Source: an optimization exercise on an open RTL-to-GDS flow (aim: small area, a short achievable clock period and few clock cycles). Production flows keep margins and buffers that such runs may drop. In this exercise RTL edits were held to simulation tests only and were not proved equivalent to the original. Power and IR drop assume default switching activity.

job 9710:
Design mips_pipeline, start of the top module:
module mips_pipeline(
input clk,
input rst_n,
output [6:0] imem_addr,
input [31:0] imem_rdata,
output [6:0] dmem_addr,
output [31:0] dmem_wdata,
output dmem_we,
input [31:0] dmem_rdata,
output wb_en,
output [4:0] wb_addr,
output [31:0] wb_data
    );
For scale: roughly 4500 cells after synthesis.
==> flow/config.mk <==
export PLATFORM = sky130hd
export DESIGN_NAME = mips_pipeline
export DESIGN_NICKNAME = mips_pipeline
export VERILOG_FILES = /design/flow/design.v
export SDC_FILE = /design/flow/constraint.sdc
export NUM_CORES = 4
export LEC_CHECK = 0
export CAP_MARGIN = 20
export CORE_MARGIN = 2
export CORE_UTILIZATION = 45
export CTS_CLUSTER_DIAMETER = 60
export CTS_CLUSTER_SIZE = 30
export PLACE_DENSITY = 0.6
export SLEW_MARGIN = 40
export SYNTH_HIERARCHICAL = 1
export SYNTH_MINIMUM_KEEP_SIZE = 0
==> flow/constraint.sdc <==
create_clock -name core_clock -period 24.0 [get_ports {clk}]
set_input_delay 4.8000 -clock core_clock [delete_from_list [all_inputs] [get_ports {clk}]]
set_output_delay 4.8000 -clock core_clock [all_outputs]
set_load 0.01 [all_outputs]
standard.sh (not shown) runs the stock make flow with config.mk's settings and CLKGATE_MAP_FILE= SYNTH_SCRIPT=/design/flow/synth_recipe.tcl, a recipe that flattens the netlist after the stock synthesis.
==> flow/flow/run.sh <==
#!/bin/bash
# Own flow: the standard flow, with every port buffer a buf_2 instead of
# the cell buffer_ports picks by default (a delay cell, slow and larger).
set -euo pipefail
export BUFFER_PORTS_ARGS="-buffer_cell sky130_fd_sc_hd__buf_2"
bash standard.sh synth > synth.log 2>&1
bash standard.sh > layout.log 2>&1
Job 9710: flow completed, timing, DRC and antenna clean
Testbench counts of job 9710, summed over its fixed seeds: cycles 26,140.
For job 7864, these inputs were changed with respect to job 9710:
# job 9710
export LEC_CHECK = 0
export CAP_MARGIN = 20
export CORE_MARGIN = 2
export CORE_UTILIZATION = 45
export CTS_CLUSTER_DIAMETER = 60
export CTS_CLUSTER_SIZE = 30
export PLACE_DENSITY = 0.6
export SLEW_MARGIN = 40
export SYNTH_HIERARCHICAL = 1
export SYNTH_MINIMUM_KEEP_SIZE = 0
create_clock -name core_clock -period 24.0 [get_ports {clk}]
# job 7864
export LEC_CHECK = 0
export CAP_MARGIN = 20
export CORE_MARGIN = 2
export CORE_UTILIZATION = 50
export CTS_CLUSTER_DIAMETER = 60
export CTS_CLUSTER_SIZE = 30
export PLACE_DENSITY = 0.65
export SLEW_MARGIN = 40
export SYNTH_HIERARCHICAL = 1
export SYNTH_MINIMUM_KEEP_SIZE = 0
create_clock -name core_clock -period 24.0 [get_ports {clk}]
diff --git a/flow/flow/run.sh b/flow/flow/run.sh
--- a/flow/flow/run.sh
+++ b/flow/flow/run.sh
@@ -3 +3,2 @@
-# the cell buffer_ports picks by default (a delay cell, slow and larger).
+# the cell buffer_ports picks by default (a delay cell, slow and larger), and
+# flip-flops upsized after placement (see upsize.tcl).
@@ -5,0 +7 @@
+R=orfs/results/sky130hd/mips_pipeline/base
@@ -6,0 +9,3 @@
+bash standard.sh place > place.log 2>&1
+cp $R/3_place.odb $R/3_place_std.odb
+FANOUT_MIN=6 ODB_IN=$R/3_place_std.odb ODB_OUT=$R/3_place.odb openroad -no_init -exit flow/upsize.tcl > upsize.log 2>&1
==> flow/flow/upsize.tcl (new file) <==
# Upsize flip-flops after placement, then legalise the placement again:
# those that drive an output port (through its port buffer) and those whose
# output drives many pins go to drive strength 4.
read_db $::env(ODB_IN)
set db [ord::get_db]
set block [ord::get_db_block]
set todo {}
# flip-flops driving output ports
foreach bt [$block getBTerms] {
  if {[$bt getIoType] ne "OUTPUT"} continue
  set net [$bt getNet]
  if {$net eq "NULL"} continue
  foreach it [$net getITerms] {
    if {![$it isOutputSignal]} continue
    foreach bi [[$it getInst] getITerms] {
      if {![$bi isInputSignal]} continue
      set n2 [$bi getNet]
      if {$n2 eq "NULL"} continue
      foreach di [$n2 getITerms] {
        if {[$di isOutputSignal]} { lappend todo [$di getInst] }
      }
    }
  }
}
# flip-flops with a high fanout
foreach inst [$block getInsts] {
  if {![string match sky130_fd_sc_hd__df* [[$inst getMaster] getName]]} continue
  foreach it [$inst getITerms] {
    if {![$it isOutputSignal]} continue
    set net [$it getNet]
    if {$net eq "NULL"} continue
    if {[llength [$net getITerms]] > $::env(FANOUT_MIN)} { lappend todo $inst }
  }
}
set n 0
foreach ff [lsort -unique $todo] {
  set mname [[$ff getMaster] getName]
  if {[regexp {^(sky130_fd_sc_hd__df[a-z]+)_[12]$} $mname -> base]} {
    set m [$db findMaster ${base}_4]
    if {$m ne "NULL"} { $ff swapMaster $m; incr n }
  }
}
puts "upsized $n flip-flops"
detailed_placement
check_placement
write_db $::env(ODB_OUT)
Results
Summary: with job 9710 as the reference, fmax in job 7864 moved up slightly.
Share of total power in the clock network, job 9710 and job 7864: smaller value in job 7864
Taking job 9710 as the reference, in job 7864 slew of the pin with the lowest slew margin down 0.059 ns; portion of the layout cell area used by non-clock buffers saw little to no change; global-route usage over all layers picked up an extra 2.6 points; multi-input gate share of total cell area now sits at about the same level; net switching fraction of the power lower.
Job 7864 ends up with lower power after layout than job 9710 does.
~same final design area excluding fillers in job 9710 and job 7864
Proportion of power drawn by combinational gates, job 9710 and job 7864: higher on job 7864
In job 7864, share of post-route cells with drive strength above 1 is higher than in job 9710.
Job 7864 finished all stages; the layout is clean.
Edits applied to the flow inputs when going from job 7864 to job 6916:
# job 7864
export LEC_CHECK = 0
export CAP_MARGIN = 20
export CORE_MARGIN = 2
export CORE_UTILIZATION = 50
export CTS_CLUSTER_DIAMETER = 60
export CTS_CLUSTER_SIZE = 30
export PLACE_DENSITY = 0.65
export SLEW_MARGIN = 40
export SYNTH_HIERARCHICAL = 1
export SYNTH_MINIMUM_KEEP_SIZE = 0
create_clock -name core_clock -period 24.0 [get_ports {clk}]
# job 6916
export LEC_CHECK = 0
export CAP_MARGIN = 20
export CORE_MARGIN = 2
export CORE_UTILIZATION = 45
export CTS_CLUSTER_DIAMETER = 60
export CTS_CLUSTER_SIZE = 30
export PLACE_DENSITY = 0.6
export SLEW_MARGIN = 55
export SYNTH_HIERARCHICAL = 1
export SYNTH_MINIMUM_KEEP_SIZE = 0
create_clock -name core_clock -period 24.0 [get_ports {clk}]
## What came out
Diff job 7864 -> job 6916: post-route fraction of the period consumed by the critical path decreased 0.30 points, total met3 wirelength after detailed routing lost 5.7%. [compare] base=job 7864 new=job 6916: worst setup slack higher; fraction of met2 tracks used by global routing lower; first-iteration DRC count lower. From job 7864 to job 6916 the numbers moved as follows: sequential cell area did not really move, slew at the pin closest to its max-slew limit went down, number of antenna violations at the first check in global routing went up, final hold slack went up. Relative to job 7864, number of buffers other than clock buffers in the final layout decreased by 11 in job 6916.
Modified inputs, job 3689 compared to job 6916
# job 6916
export LEC_CHECK = 0
export CAP_MARGIN = 20
export CORE_MARGIN = 2
export CORE_UTILIZATION = 45
export CTS_CLUSTER_DIAMETER = 60
export CTS_CLUSTER_SIZE = 30
export PLACE_DENSITY = 0.6
export SLEW_MARGIN = 55
export SYNTH_HIERARCHICAL = 1
export SYNTH_MINIMUM_KEEP_SIZE = 0
create_clock -name core_clock -period 24.0 [get_ports {clk}]
# job 3689
export LEC_CHECK = 0
export CAP_MARGIN = 20
export CORE_MARGIN = 2
export CORE_UTILIZATION = 45
export CTS_CLUSTER_DIAMETER = 60
export CTS_CLUSTER_SIZE = 30
export PLACE_DENSITY = 0.6
export SLEW_MARGIN = 40
export SYNTH_HIERARCHICAL = 1
export SYNTH_MINIMUM_KEEP_SIZE = 0
create_clock -name core_clock -period 24.0 [get_ports {clk}]
diff --git a/flow/flow/run.sh b/flow/flow/run.sh
--- a/flow/flow/run.sh
+++ b/flow/flow/run.sh
@@ -4 +4 @@
-# flip-flops upsized after placement (see upsize.tcl).
+# the flip-flops that drive output ports upsized after placement.
Job 6916 -> job 3689: synthesized area delta 0, exact match. Final wirelength: job 3689 vs job 6916 — no meaningful difference. In the tables for job 6916 and job 3689, via count of the first global-routing pass reads higher with job 3689. Relative to job 6916, the number of CTS-inserted buffers of job 3689 is lower by 0.95%. Fraction of power consumed by combinational cells essentially unchanged between job 3689 and job 6916. Across both runs, clock skew was higher for job 3689 than for job 6916. On share of the final layout cell area in sequential cells, the lower figure sits with job 6916, not job 3689. Taking job 6916 as the reference point, the total inserted antenna cells of job 3689 rises by 2. A cell with the biggest individual delay on the critical path of sky130_fd_sc_hd__dfrtp_4 is what job 3689 shows, while sky130_fd_sc_hd__dfstp_2 belongs to job 6916. Standard cell area after detailed placement, job 6916 and job 3689: smaller value in job 3689.

what the ideal ports hide:
In the flow no input, the clock included, has a driving cell. The finished layouts below were timed again as built, in two steps. Step 1 assumes that a clkbuf_16 drives the clock port and a buf_2 every other input. Step 2 adds t to the input delays and takes it off the output delays; t is the mean of the earliest and latest rising clock arrival at the registers after step 1. Input paths then give back, and output paths get back, about the clock's delay inside the block. a / b / c = no drivers / after step 1 / after step 2; a / b = the first two.
| run | t (ns) | slack for setup (ns) | hold WS [ns] | clock arrival spread, ns | pins driven straight from the clock port |
|---|---|---|---|---|---|
| job 9710 | 0.822 | 17.667 / 17.604 / 17.187 | 0.328 / 0.328 / 0.328 | 0.111 / 0.111 | 1 |
| job 7864 | 0.812 | 17.750 / 17.678 / 17.182 | 0.320 / 0.320 / 0.320 | 0.047 / 0.046 | 1 |
| job 6916 | 0.825 | 17.821 / 17.741 / 17.139 | 0.333 / 0.333 / 0.333 | 0.091 / 0.090 | 1 |
| job 3689 | 0.818 | 17.809 / 17.732 / 17.174 | 0.328 / 0.328 / 0.328 | 0.113 / 0.113 | 1 |
After both steps every run listed still meets setup and hold. The setup slack of job 6916, which loses most, moves by -0.080 ns with the drivers and by -0.682 ns with both steps.
